This is an optimization exercise on Yosys and OpenROAD, whose aim is small area, a short achievable clock period and few clock cycles, not a production implementation.
The RTL of this run was laid out without a check of its function.
No activity file was given, so power comes from the tool's default toggle rates.

==> design/flow/design.v <==
module alu #(
    parameter INT_W  = 4,
    parameter FRAC_W = 6,
    parameter INST_W = 4,
    parameter DATA_W = INT_W + FRAC_W
)(
    input                     i_clk,
    input                     i_rst_n,
    input                     i_valid,
    input signed [DATA_W-1:0] i_data_a,
    input signed [DATA_W-1:0] i_data_b,
    input        [INST_W-1:0] i_inst,
    output                    o_valid,
    output       [DATA_W-1:0] o_data
);
wire signed [9:0] a = i_data_a;
wire signed [9:0] b = i_data_b;
wire is_addsub = (i_inst[3:1] == 3'b000);
wire is_mul    = (i_inst[3:1] == 3'b001);
wire is_sub    = (i_inst == 4'd1);
wire is_mac    = (i_inst == 4'd3);
wire signed [9:0] half = (a + 10'sd1) >>> 1;
reg         [9:0] tanh;
always @(*) begin
    if (a <= -10'sd96)      tanh = -10'sd64;
    else if (a <= -10'sd32) tanh = half - 10'sd16;
    else if (a <= 10'sd32)  tanh = a;
    else if (a <= 10'sd96)  tanh = half + 10'sd16;
    else                    tanh = 10'sd64;
end
reg [3:0] clz, ctz;
integer k;
always @(*) begin
    clz = 4'd10;
    for (k = 0; k < 10; k = k + 1) if (a[k]) clz = 9 - k;
    ctz = 4'd10;
    for (k = 9; k >= 0; k = k - 1) if (a[k]) ctz = k;
end
wire p_s0 = a[0] ^ a[1] ^ a[2], p_c0 = (a[0] & a[1]) | (a[0] & a[2]) | (a[1] & a[2]);
wire p_s1 = a[3] ^ a[4] ^ a[5], p_c1 = (a[3] & a[4]) | (a[3] & a[5]) | (a[4] & a[5]);
wire p_s2 = a[6] ^ a[7] ^ a[8], p_c2 = (a[6] & a[7]) | (a[6] & a[8]) | (a[7] & a[8]);
wire p_s3 = p_s0 ^ p_s1 ^ p_s2, p_c3 = (p_s0 & p_s1) | (p_s0 & p_s2) | (p_s1 & p_s2);
wire p_s4 = p_c0 ^ p_c1 ^ p_c2, p_c4 = (p_c0 & p_c1) | (p_c0 & p_c2) | (p_c1 & p_c2);
wire p_c5 = p_s3 & a[9];
wire p_c6 = (p_s4 & p_c3) | (p_s4 & p_c5) | (p_c3 & p_c5);
wire [3:0] cpop = {p_c4 & p_c6, p_c4 ^ p_c6, p_s4 ^ p_c3 ^ p_c5, p_s3 ^ a[9]};
wire [19:0] rol2 = {a, a} << b[3:0];
wire [9:0]  rol  = rol2[19:10];
reg [9:0] x;
always @(*) begin
    case (i_inst)
        4'd0:    x = b;
        4'd1:    x = ~b;
        4'd4:    x = tanh;
        4'd5:    x = a | ~b;
        4'd6:    x = {6'd0, clz};
        4'd7:    x = {6'd0, ctz};
        4'd8:    x = {6'd0, cpop};
        4'd9:    x = rol;
        default: x = 10'd0;
    endcase
end
wire [9:0] m = {b[9:7] & {3{is_mul}}, (b[6] & is_mul) | is_addsub, b[5:0] & {6{is_mul}}};
wire ts1 = (a[1] & m[8]) ^ (a[2] & m[7]);
wire tc2 = (a[1] & m[8]) & (a[2] & m[7]);
wire ts3 = (a[2] & m[8]) ^ (a[3] & m[7]) ^ (a[4] & m[6]);
wire tc4 = ((a[2] & m[8]) & (a[3] & m[7])) | ((a[2] & m[8]) & (a[4] & m[6])) | ((a[3] & m[7]) & (a[4] & m[6]));
wire ts5 = (a[0] & m[5]) ^ (a[1] & m[4]);
wire tc6 = (a[0] & m[5]) & (a[1] & m[4]);
wire ts7 = (a[0] & m[6]) ^ (a[1] & m[5]) ^ (a[2] & m[4]);
wire tc8 = ((a[0] & m[6]) & (a[1] & m[5])) | ((a[0] & m[6]) & (a[2] & m[4])) | ((a[1] & m[5]) & (a[2] & m[4]));
wire ts9 = (a[0] & m[7]) ^ (a[1] & m[6]) ^ (a[2] & m[5]);
wire tc10 = ((a[0] & m[7]) & (a[1] & m[6])) | ((a[0] & m[7]) & (a[2] & m[5])) | ((a[1] & m[6]) & (a[2] & m[5]));
wire ts11 = (a[3] & m[4]) ^ (a[4] & m[3]);
wire tc12 = (a[3] & m[4]) & (a[4] & m[3]);
wire ts13 = (a[0] & m[8]) ^ (a[1] & m[7]) ^ (a[2] & m[6]);
wire tc14 = ((a[0] & m[8]) & (a[1] & m[7])) | ((a[0] & m[8]) & (a[2] & m[6])) | ((a[1] & m[7]) & (a[2] & m[6]));
wire ts15 = (a[3] & m[5]) ^ (a[4] & m[4]) ^ (a[5] & m[3]);
wire tc16 = ((a[3] & m[5]) & (a[4] & m[4])) | ((a[3] & m[5]) & (a[5] & m[3])) | ((a[4] & m[4]) & (a[5] & m[3]));
wire ts17 = (a[6] & m[2]) ^ (a[7] & m[1]);
wire tc18 = (a[6] & m[2]) & (a[7] & m[1]);
wire ts19 = (a[3] & m[6]) ^ (a[4] & m[5]) ^ (a[5] & m[4]);
wire tc20 = ((a[3] & m[6]) & (a[4] & m[5])) | ((a[3] & m[6]) & (a[5] & m[4])) | ((a[4] & m[5]) & (a[5] & m[4]));
wire ts21 = (a[6] & m[3]) ^ (a[7] & m[2]) ^ (a[8] & m[1]);
wire tc22 = ((a[6] & m[3]) & (a[7] & m[2])) | ((a[6] & m[3]) & (a[8] & m[1])) | ((a[7] & m[2]) & (a[8] & m[1]));
wire ts23 = ~(a[9] & m[0]) ^ ~(a[0] & m[9]) ^ ts1;
wire tc24 = (~(a[9] & m[0]) & ~(a[0] & m[9])) | (~(a[9] & m[0]) & ts1) | (~(a[0] & m[9]) & ts1);
wire ts25 = (a[5] & m[5]) ^ (a[6] & m[4]) ^ (a[7] & m[3]);
wire tc26 = ((a[5] & m[5]) & (a[6] & m[4])) | ((a[5] & m[5]) & (a[7] & m[3])) | ((a[6] & m[4]) & (a[7] & m[3]));
wire ts27 = (a[8] & m[2]) ^ ~(a[9] & m[1]) ^ ~(a[1] & m[9]);
wire tc28 = ((a[8] & m[2]) & ~(a[9] & m[1])) | ((a[8] & m[2]) & ~(a[1] & m[9])) | (~(a[9] & m[1]) & ~(a[1] & m[9]));
wire ts29 = 1'b1 ^ tc2 ^ ts3;
wire tc30 = (1'b1 & tc2) | (1'b1 & ts3) | (tc2 & ts3);
wire ts31 = (a[3] & m[8]) ^ (a[4] & m[7]) ^ (a[5] & m[6]);
wire tc32 = ((a[3] & m[8]) & (a[4] & m[7])) | ((a[3] & m[8]) & (a[5] & m[6])) | ((a[4] & m[7]) & (a[5] & m[6]));
wire ts33 = (a[6] & m[5]) ^ (a[7] & m[4]) ^ (a[8] & m[3]);
wire tc34 = ((a[6] & m[5]) & (a[7] & m[4])) | ((a[6] & m[5]) & (a[8] & m[3])) | ((a[7] & m[4]) & (a[8] & m[3]));
wire ts35 = ~(a[9] & m[2]) ^ ~(a[2] & m[9]) ^ tc4;
wire tc36 = (~(a[9] & m[2]) & ~(a[2] & m[9])) | (~(a[9] & m[2]) & tc4) | (~(a[2] & m[9]) & tc4);
wire ts37 = (a[4] & m[8]) ^ (a[5] & m[7]) ^ (a[6] & m[6]);
wire tc38 = ((a[4] & m[8]) & (a[5] & m[7])) | ((a[4] & m[8]) & (a[6] & m[6])) | ((a[5] & m[7]) & (a[6] & m[6]));
wire ts39 = (a[7] & m[5]) ^ (a[8] & m[4]) ^ ~(a[9] & m[3]);
wire tc40 = ((a[7] & m[5]) & (a[8] & m[4])) | ((a[7] & m[5]) & ~(a[9] & m[3])) | ((a[8] & m[4]) & ~(a[9] & m[3]));
wire ts41 = (a[5] & m[8]) ^ (a[6] & m[7]) ^ (a[7] & m[6]);
wire tc42 = ((a[5] & m[8]) & (a[6] & m[7])) | ((a[5] & m[8]) & (a[7] & m[6])) | ((a[6] & m[7]) & (a[7] & m[6]));
wire ts43 = (a[0] & m[4]) ^ (a[1] & m[3]);
wire tc44 = (a[0] & m[4]) & (a[1] & m[3]);
wire ts45 = (a[2] & m[3]) ^ (a[3] & m[2]) ^ (a[4] & m[1]);
wire tc46 = ((a[2] & m[3]) & (a[3] & m[2])) | ((a[2] & m[3]) & (a[4] & m[1])) | ((a[3] & m[2]) & (a[4] & m[1]));
wire ts47 = (a[5] & m[0]) ^ 1'b1;
wire tc48 = (a[5] & m[0]) & 1'b1;
wire ts49 = (a[3] & m[3]) ^ (a[4] & m[2]) ^ (a[5] & m[1]);
wire tc50 = ((a[3] & m[3]) & (a[4] & m[2])) | ((a[3] & m[3]) & (a[5] & m[1])) | ((a[4] & m[2]) & (a[5] & m[1]));
wire ts51 = (a[6] & m[0]) ^ tc6 ^ ts7;
wire tc52 = ((a[6] & m[0]) & tc6) | ((a[6] & m[0]) & ts7) | (tc6 & ts7);
wire ts53 = (a[5] & m[2]) ^ (a[6] & m[1]) ^ (a[7] & m[0]);
wire tc54 = ((a[5] & m[2]) & (a[6] & m[1])) | ((a[5] & m[2]) & (a[7] & m[0])) | ((a[6] & m[1]) & (a[7] & m[0]));
wire ts55 = tc8 ^ ts9 ^ ts11;
wire tc56 = (tc8 & ts9) | (tc8 & ts11) | (ts9 & ts11);
wire ts57 = (a[8] & m[0]) ^ tc10 ^ tc12;
wire tc58 = ((a[8] & m[0]) & tc10) | ((a[8] & m[0]) & tc12) | (tc10 & tc12);
wire ts59 = ts13 ^ ts15 ^ ts17;
wire tc60 = (ts13 & ts15) | (ts13 & ts17) | (ts15 & ts17);
wire ts61 = tc14 ^ tc16 ^ tc18;
wire tc62 = (tc14 & tc16) | (tc14 & tc18) | (tc16 & tc18);
wire ts63 = ts19 ^ ts21 ^ ts23;
wire tc64 = (ts19 & ts21) | (ts19 & ts23) | (ts21 & ts23);
wire ts65 = tc20 ^ tc22 ^ tc24;
wire tc66 = (tc20 & tc22) | (tc20 & tc24) | (tc22 & tc24);
wire ts67 = ts25 ^ ts27 ^ ts29;
wire tc68 = (ts25 & ts27) | (ts25 & ts29) | (ts27 & ts29);
wire ts69 = tc26 ^ tc28 ^ tc30;
wire tc70 = (tc26 & tc28) | (tc26 & tc30) | (tc28 & tc30);
wire ts71 = ts31 ^ ts33 ^ ts35;
wire tc72 = (ts31 & ts33) | (ts31 & ts35) | (ts33 & ts35);
wire ts73 = ~(a[3] & m[9]) ^ tc32 ^ tc34;
wire tc74 = (~(a[3] & m[9]) & tc32) | (~(a[3] & m[9]) & tc34) | (tc32 & tc34);
wire ts75 = tc36 ^ ts37 ^ ts39;
wire tc76 = (tc36 & ts37) | (tc36 & ts39) | (ts37 & ts39);
wire ts77 = (a[8] & m[5]) ^ ~(a[9] & m[4]) ^ ~(a[4] & m[9]);
wire tc78 = ((a[8] & m[5]) & ~(a[9] & m[4])) | ((a[8] & m[5]) & ~(a[4] & m[9])) | (~(a[9] & m[4]) & ~(a[4] & m[9]));
wire ts79 = tc38 ^ tc40 ^ ts41;
wire tc80 = (tc38 & tc40) | (tc38 & ts41) | (tc40 & ts41);
wire ts81 = (a[6] & m[8]) ^ (a[7] & m[7]) ^ (a[8] & m[6]);
wire tc82 = ((a[6] & m[8]) & (a[7] & m[7])) | ((a[6] & m[8]) & (a[8] & m[6])) | ((a[7] & m[7]) & (a[8] & m[6]));
wire ts83 = ~(a[9] & m[5]) ^ ~(a[5] & m[9]) ^ tc42;
wire tc84 = (~(a[9] & m[5]) & ~(a[5] & m[9])) | (~(a[9] & m[5]) & tc42) | (~(a[5] & m[9]) & tc42);
wire ts85 = (a[7] & m[8]) ^ (a[8] & m[7]) ^ ~(a[9] & m[6]);
wire tc86 = ((a[7] & m[8]) & (a[8] & m[7])) | ((a[7] & m[8]) & ~(a[9] & m[6])) | ((a[8] & m[7]) & ~(a[9] & m[6]));
wire ts87 = (a[0] & m[3]) ^ (a[1] & m[2]);
wire tc88 = (a[0] & m[3]) & (a[1] & m[2]);
wire ts89 = (a[2] & m[2]) ^ (a[3] & m[1]) ^ (a[4] & m[0]);
wire tc90 = ((a[2] & m[2]) & (a[3] & m[1])) | ((a[2] & m[2]) & (a[4] & m[0])) | ((a[3] & m[1]) & (a[4] & m[0]));
wire ts91 = ts5 ^ tc44 ^ ts45;
wire tc92 = (ts5 & tc44) | (ts5 & ts45) | (tc44 & ts45);
wire ts93 = tc46 ^ tc48 ^ ts49;
wire tc94 = (tc46 & tc48) | (tc46 & ts49) | (tc48 & ts49);
wire ts95 = tc50 ^ tc52 ^ ts53;
wire tc96 = (tc50 & tc52) | (tc50 & ts53) | (tc52 & ts53);
wire ts97 = tc54 ^ tc56 ^ ts57;
wire tc98 = (tc54 & tc56) | (tc54 & ts57) | (tc56 & ts57);
wire ts99 = tc58 ^ tc60 ^ ts61;
wire tc100 = (tc58 & tc60) | (tc58 & ts61) | (tc60 & ts61);
wire ts101 = tc62 ^ tc64 ^ ts65;
wire tc102 = (tc62 & tc64) | (tc62 & ts65) | (tc64 & ts65);
wire ts103 = tc66 ^ tc68 ^ ts69;
wire tc104 = (tc66 & tc68) | (tc66 & ts69) | (tc68 & ts69);
wire ts105 = tc70 ^ tc72 ^ ts73;
wire tc106 = (tc70 & tc72) | (tc70 & ts73) | (tc72 & ts73);
wire ts107 = tc74 ^ tc76 ^ ts77;
wire tc108 = (tc74 & tc76) | (tc74 & ts77) | (tc76 & ts77);
wire ts109 = tc78 ^ tc80 ^ ts81;
wire tc110 = (tc78 & tc80) | (tc78 & ts81) | (tc80 & ts81);
wire ts111 = ~(a[6] & m[9]) ^ tc82 ^ tc84;
wire tc112 = (~(a[6] & m[9]) & tc82) | (~(a[6] & m[9]) & tc84) | (tc82 & tc84);
wire ts113 = (a[8] & m[8]) ^ ~(a[9] & m[7]) ^ ~(a[7] & m[9]);
wire tc114 = ((a[8] & m[8]) & ~(a[9] & m[7])) | ((a[8] & m[8]) & ~(a[7] & m[9])) | (~(a[9] & m[7]) & ~(a[7] & m[9]));
wire ts115 = (a[0] & m[2]) ^ (a[1] & m[1]);
wire tc116 = (a[0] & m[2]) & (a[1] & m[1]);
wire ts117 = (a[2] & m[1]) ^ (a[3] & m[0]) ^ ts87;
wire tc118 = ((a[2] & m[1]) & (a[3] & m[0])) | ((a[2] & m[1]) & ts87) | ((a[3] & m[0]) & ts87);
wire ts119 = ts43 ^ tc88 ^ ts89;
wire tc120 = (ts43 & tc88) | (ts43 & ts89) | (tc88 & ts89);
wire ts121 = ts47 ^ tc90 ^ ts91;
wire tc122 = (ts47 & tc90) | (ts47 & ts91) | (tc90 & ts91);
wire ts123 = ts51 ^ tc92 ^ ts93;
wire tc124 = (ts51 & tc92) | (ts51 & ts93) | (tc92 & ts93);
wire ts125 = ts55 ^ tc94 ^ ts95;
wire tc126 = (ts55 & tc94) | (ts55 & ts95) | (tc94 & ts95);
wire ts127 = ts59 ^ tc96 ^ ts97;
wire tc128 = (ts59 & tc96) | (ts59 & ts97) | (tc96 & ts97);
wire ts129 = ts63 ^ tc98 ^ ts99;
wire tc130 = (ts63 & tc98) | (ts63 & ts99) | (tc98 & ts99);
wire ts131 = ts67 ^ tc100 ^ ts101;
wire tc132 = (ts67 & tc100) | (ts67 & ts101) | (tc100 & ts101);
wire ts133 = ts71 ^ tc102 ^ ts103;
wire tc134 = (ts71 & tc102) | (ts71 & ts103) | (tc102 & ts103);
wire ts135 = ts75 ^ tc104 ^ ts105;
wire tc136 = (ts75 & tc104) | (ts75 & ts105) | (tc104 & ts105);
wire ts137 = ts79 ^ tc106 ^ ts107;
wire tc138 = (ts79 & tc106) | (ts79 & ts107) | (tc106 & ts107);
wire ts139 = ts83 ^ tc108 ^ ts109;
wire tc140 = (ts83 & tc108) | (ts83 & ts109) | (tc108 & ts109);
wire ts141 = ts85 ^ tc110 ^ ts111;
wire tc142 = (ts85 & tc110) | (ts85 & ts111) | (tc110 & ts111);
wire ts143 = tc86 ^ tc112 ^ ts113;
wire tc144 = (tc86 & tc112) | (tc86 & ts113) | (tc112 & ts113);
wire ts145 = ~(a[9] & m[8]) ^ ~(a[8] & m[9]) ^ tc114;
wire tc146 = (~(a[9] & m[8]) & ~(a[8] & m[9])) | (~(a[9] & m[8]) & tc114) | (~(a[8] & m[9]) & tc114);
wire [19:0] row0 = {1'b1, (a[9] & m[9]), tc144, tc142, tc140, tc138, tc136, tc134, tc132, tc130, tc128, tc126, tc124, tc122, tc120, tc118, tc116, (a[2] & m[0]), (a[0] & m[1]), (a[0] & m[0])};
wire [19:0] row1 = {1'b0, tc146, ts145, ts143, ts141, ts139, ts137, ts135, ts133, ts131, ts129, ts127, ts125, ts123, ts121, ts119, ts117, ts115, (a[1] & m[0]), 1'b0};
wire [6:0] lo = row0[5:0] + row1[5:0];
reg        o_valid_r;
reg  [9:0] x_r;
reg [13:0] r0_r, r1_r;
reg        c6_r;
always @(posedge i_clk or negedge i_rst_n) begin
    if (!i_rst_n) begin
        o_valid_r <= 1'b0;
        x_r       <= 10'd0;
    end else begin
        o_valid_r <= i_valid;
        if (i_valid && !is_mac) x_r <= x;
        else if (o_valid_r)     x_r <= o_data;
    end
end
always @(posedge i_clk) begin
    r0_r <= row0[19:6];
    r1_r <= row1[19:6];
    c6_r <= lo[6] | is_sub;
end
wire [13:0] xrow = {{4{x_r[9]}}, x_r};
wire [13:0] xs = r0_r ^ r1_r ^ xrow;
wire [13:0] xc = (r0_r & r1_r) | (r0_r & xrow) | (r1_r & xrow);
wire [14:0] sum = {xs, 1'b1} + {xc[12:0], 1'b0, c6_r};
wire [13:0] S = sum[14:1];
wire        ovf = ~(&S[13:9] | ~|S[13:9]);
assign o_valid = o_valid_r;
assign o_data  = ovf ? {S[13], {9{~S[13]}}} : S[9:0];
endmodule
==> design/flow/run.sh <==
#!/bin/bash
# synth_recipe.tcl (not shown) runs the flow's synth.tcl, then flattens the netlist and writes it again
# the make line also repeats each setting of config.mk as NAME=value (left out here)
make -C /OpenROAD-flow-scripts/flow DESIGN_CONFIG=/design/flow/config.mk WORK_HOME=/design/flow/orfs CLKGATE_MAP_FILE= SYNTH_SCRIPT=/design/flow/synth_recipe.tcl finish
==> design/flow/config.mk <==
export PLATFORM = sky130hd
export DESIGN_NAME = alu
export DESIGN_NICKNAME = alu
export VERILOG_FILES = /design/flow/design.v
export SDC_FILE = /design/flow/constraint.sdc
export NUM_CORES = 4
export LEC_CHECK = 0
export CAP_MARGIN = 20
export CORE_MARGIN = 2
export CORE_UTILIZATION = 40
export SETUP_SLACK_MARGIN = 4
export SLEW_MARGIN = 20
==> design/flow/constraint.sdc <==
create_clock -name core_clock -period 9.0 [get_ports {i_clk}]
set_input_delay 1.8000 -clock core_clock [delete_from_list [all_inputs] [get_ports {i_clk}]]
set_output_delay 1.8000 -clock core_clock [all_outputs]
set_load 0.01 [all_outputs]
==> run summary <==
==> worst paths after layout <==
check | end | slack (ns) | depth (start not counted)
worst min-delay path | x_r[6] | 0.55 | 1
worst max-delay path | x_r[2] | 3.83 | 16
min in group asynchronous | x_r[3] | 1.88 | 1
max in group asynchronous | x_r[8] | 6.74 | 1
worst max register to register | x_r[6] | 5.55 | 12
worst min register to register | x_r[6] | 0.55 | 1
==> cell families (layout without fill, tap and decap cells) <==
logic type	after synthesis	after routing	share of synthesized area (%)
AND/OR/NAND/NOR	262	263	21.1
AO/OA/AOI/OAI	159	159	16.5
buffers and inverters	146	191	8.83
adder cells (fa/ha/maj)	121	121	32.8
flip-flops	38	38	12.5
multiplexers	29	29	5.49
XOR/XNOR	21	21	2.82
==> placed cells by master (no fill, tap or decap), types with 8 or more instances in the layout <==
| cell | n |
|---|---|
| sky130_fd_sc_hd__nand2_1 | 86 |
| sky130_fd_sc_hd__inv_1 | 81 |
| sky130_fd_sc_hd__fa_1 | 79 |
| sky130_fd_sc_hd__and3_1 | 57 |
| sky130_fd_sc_hd__buf_4 | 38 |
| sky130_fd_sc_hd__a21oi_1 | 37 |
| sky130_fd_sc_hd__nor2_1 | 30 |
| sky130_fd_sc_hd__o21ai_0 | 30 |
| sky130_fd_sc_hd__dfxtp_1 | 27 |
| sky130_fd_sc_hd__ha_1 | 25 |
| sky130_fd_sc_hd__nand3_1 | 20 |
| sky130_fd_sc_hd__mux2i_1 | 20 |
| sky130_fd_sc_hd__clkdlybuf4s50_1 | 14 |
| sky130_fd_sc_hd__xnor2_1 | 12 |
| sky130_fd_sc_hd__and2_1 | 12 |
| sky130_fd_sc_hd__buf_12 | 12 |
| sky130_fd_sc_hd__ha_4 | 11 |
| sky130_fd_sc_hd__bufbuf_16 | 10 |
| sky130_fd_sc_hd__buf_6 | 10 |
| sky130_fd_sc_hd__a31oi_1 | 9 |
| sky130_fd_sc_hd__dfrtp_1 | 9 |
| sky130_fd_sc_hd__xor2_1 | 8 |
==> critical path, cell delays in order <==
cell,delay [ns]
sky130_fd_sc_hd__buf_8,0.10
sky130_fd_sc_hd__buf_12,0.11
sky130_fd_sc_hd__fa_1,0.54
sky130_fd_sc_hd__inv_2,0.04
sky130_fd_sc_hd__fa_1,0.52
sky130_fd_sc_hd__inv_1,0.04
sky130_fd_sc_hd__ha_2,0.16
sky130_fd_sc_hd__fa_2,0.35
sky130_fd_sc_hd__ha_4,0.22
sky130_fd_sc_hd__mux2_4,0.26
sky130_fd_sc_hd__a21oi_2,0.11
sky130_fd_sc_hd__nor2_1,0.06
sky130_fd_sc_hd__a221o_1,0.29
sky130_fd_sc_hd__a311oi_1,0.27
sky130_fd_sc_hd__a21oi_1,0.15
sky130_fd_sc_hd__a311o_1,0.29
==> registers in the layout, summed over array words and instances (netlist names) <==
register,count
o_valid_r,1
r0_r,13
r1_r,13
c6_r,1
x_r,10
==> power groups by stage <==
| stage | combinational (mW) | clock [mW] | sequential (mW) |
|---|---|---|---|
| global route | 2.24 | 0.238 | 0.253 |
| finish | 2.10 | 0.227 | 0.247 |
| detailed placement | 1.34 | 0 | 0.250 |
| global placement | 1.31 | 0 | 0.249 |
| floorplan | 0.910 | 0 | 0.236 |
| CTS | 1.65 | 0.231 | 0.247 |
==> layer usage <==
layer	part of all wire (%)	track usage, %	vias up
met5	0	0	-
met4	3.1	7.25	0
met3	8.1	2.66	55
met2	47	40.2	331
met1	42	34.9	3048
li1	-	-	2738
==> layout make-up <==
type	instances	share of cell area, %
multi-input cells	593	66.1
repair buffers	97	14.6
flip-flops and latches	38	9.76
inverters	86	3.98
well taps	216	3.22
clock buffers	5	1.49
clock inverters	3	0.821
==> through the flow <==
step	setup WS [ns]	cells	cell area (µm²)
floorplan	3.89	776	6590
global placement	2.90	984	7070
detailed placement	2.74	984	7070
CTS	3.79	1025	8050
global route	3.74	1038	8390
finish	3.83	1038	8390
==> what timing repair did <==
action                     4_1_cts  5_1_grt
buffers inserted                22       12
hold buffers                     0        0
resized for setup              169       44
gates cloned                    11        1
pin swaps                       24       29
setup endpoints to repair       35       15
==> run summary <==
Syn. warnings = 1
remaining antenna violation count = 0
Max Fclk = 0.193 GHz
final net count = 969
DRC violations left = 0
most frequently used cell type in the post-synthesis netlist = sky130_fd_sc_hd__nand2_1
fraction of layout instances using a drive strength above 1 = 21.0%
nature of the critical path startpoint = input pin
relative contribution of sequential cells to total power = 9.6%
maximum number of pins on one net before global-route repair = 36
violation count after the first detailed-routing iteration = 560
clock tree sinks = 38
Hold Path Class = reg -> reg
level count of the clock H-tree = 2
wire length of the first global-routing pass = 34.3 mm
final setup vio count = 0
post-route fraction of the period consumed by the critical path = 57.4%
Worst Setup SP = i_data_a[8]
skew final = 0.00338 ns
most frequent cells after synthesis = 91 x sky130_fd_sc_hd__nand2_1, 86 x sky130_fd_sc_hd__inv_1, 83 x sky130_fd_sc_hd__fa_1
RR Startpoint = x_r[2]
shortest clock period the worst path allows after layout = 5.17 ns
category of the worst setup path capture point = flip-flop
fin. max-slew vios = 0
Std-Cell Rows = 46
Avg Vias per Cell = 5.95
total global routing track utilization = 24.8%
area of the multi-input gates = 5550 µm²
EDFF count, synth = 0
clock tree buffer depth = 2
data arrival time at the worst-slack endpoint = 5.33 ns
routed via count = 6,172
flip-flop and latch area = 818 µm²
Final Hold Violating Endpoints = 0
Final GP Congestion = 0.984
area enclosed by the die boundary = 17,300 µm²
leakage power total = 3.78 nW
n_diodes = 0
Int Pwr = 1.40 mW
signed area change from the synthesized netlist to the final layout = 28.7%
setup repair after global routing missed its margin = yes
vias in the first global route = 6,260
sum of routed wire length over all layers = 21.5 mm
total overflow reported by the global router = 0
switching power of the nets = 1.17 mW
fraction of post-synthesis cell area in the top cell type by area = 25.5%
combinational fraction of design power = 81.5%
clock network fraction of total power = 8.8%
WP data required = 9.16 ns
total power after layout = 2.57 mW
peak supply drop = 0.000408 V
cell accounting for the most synthesized area = sky130_fd_sc_hd__fa_1
TritonCTS clock tree = built
Worst-path clk slew = 0.06 ns
number of max-capacitance violations reported = 0
Syn Area/Cell = 8.40 µm²
worst slew margin relative to its limit = 44.2%
number of antenna violations at the first check in global routing = 0
core region area = 15,900 µm²
most used flip-flop cell after synthesis = sky130_fd_sc_hd__dfxtp_1
Die Y-Extent = 132 µm
setup tns final = 0 ns
largest cells by area after synthesis = sky130_fd_sc_hd__fa_1 25%, sky130_fd_sc_hd__dfxtp_1 8.3%, sky130_fd_sc_hd__ha_1 7.3%
Num CTS Buffers = 5
critical hold path startpoint = x_r[6]
cells after synthesis = 776
final design utilization = 52.8%
clock latency at the later pin of the worst-skew pair = 0.28 ns
share of synthesized flip-flops with an asynchronous set or reset = 28.9%
critical setup path kind = in -> reg
root buffer cell = sky130_fd_sc_hd__clkbuf_16
die extent in x = 132 µm
sequential element share of the synthesized area = 12.5%
post-synth design cell area = 6520 µm²
nets in the synthesized netlist = 924
DR pass1 iterations = 6
HPWL after detailed placement = 14.3 mm
Power per Cell Area = 306 nW/µm²
outcome = no timing/DRC/antenna violations
Wirelength per Cell = 20.7 µm
Hold WS = 0.551 ns
Ports = 38
# fillers = 1,431
pin slew with the least headroom to its limit = 0.834 ns
worst-path maximum fanout = 2
effective utilization at floorplan = 41.0%
post-synthesis sequential element count = 38
number of input and output port buffers inserted = 37
number of different library cells in the post-synthesis netlist = 77
share of total power consumed by net switching = 45.4%

==> what the ideal ports hide <==
The results above use ideal ports. As a check the final layout listed here was re-extracted and re-timed, cells and wires unchanged.
Step 1 (the two cells are an assumption about what drives the block):
set clk [get_ports {i_clk}]
set_driving_cell -lib_cell sky130_fd_sc_hd__clkbuf_16 $clk
set_driving_cell -lib_cell sky130_fd_sc_hd__buf_2 [delete_from_list [all_inputs] $clk]
Step 2 also shifts input and output timing later by t, the mid clock arrival at the registers, as if the neighbouring blocks saw the same clock.
Three values: ideal ports, drivers, drivers and shift; two values: the first two.
shift t [ns]: 0.315
setup slack, ns: 3.832 / 3.829 / 3.514
worst slew at a driven data input, ns: 0.05
cell pins on the clock port's net: 1
After both steps this run still meets setup and hold. The setup slack of this run moves by -0.003 ns with the drivers and by -0.318 ns with both steps.
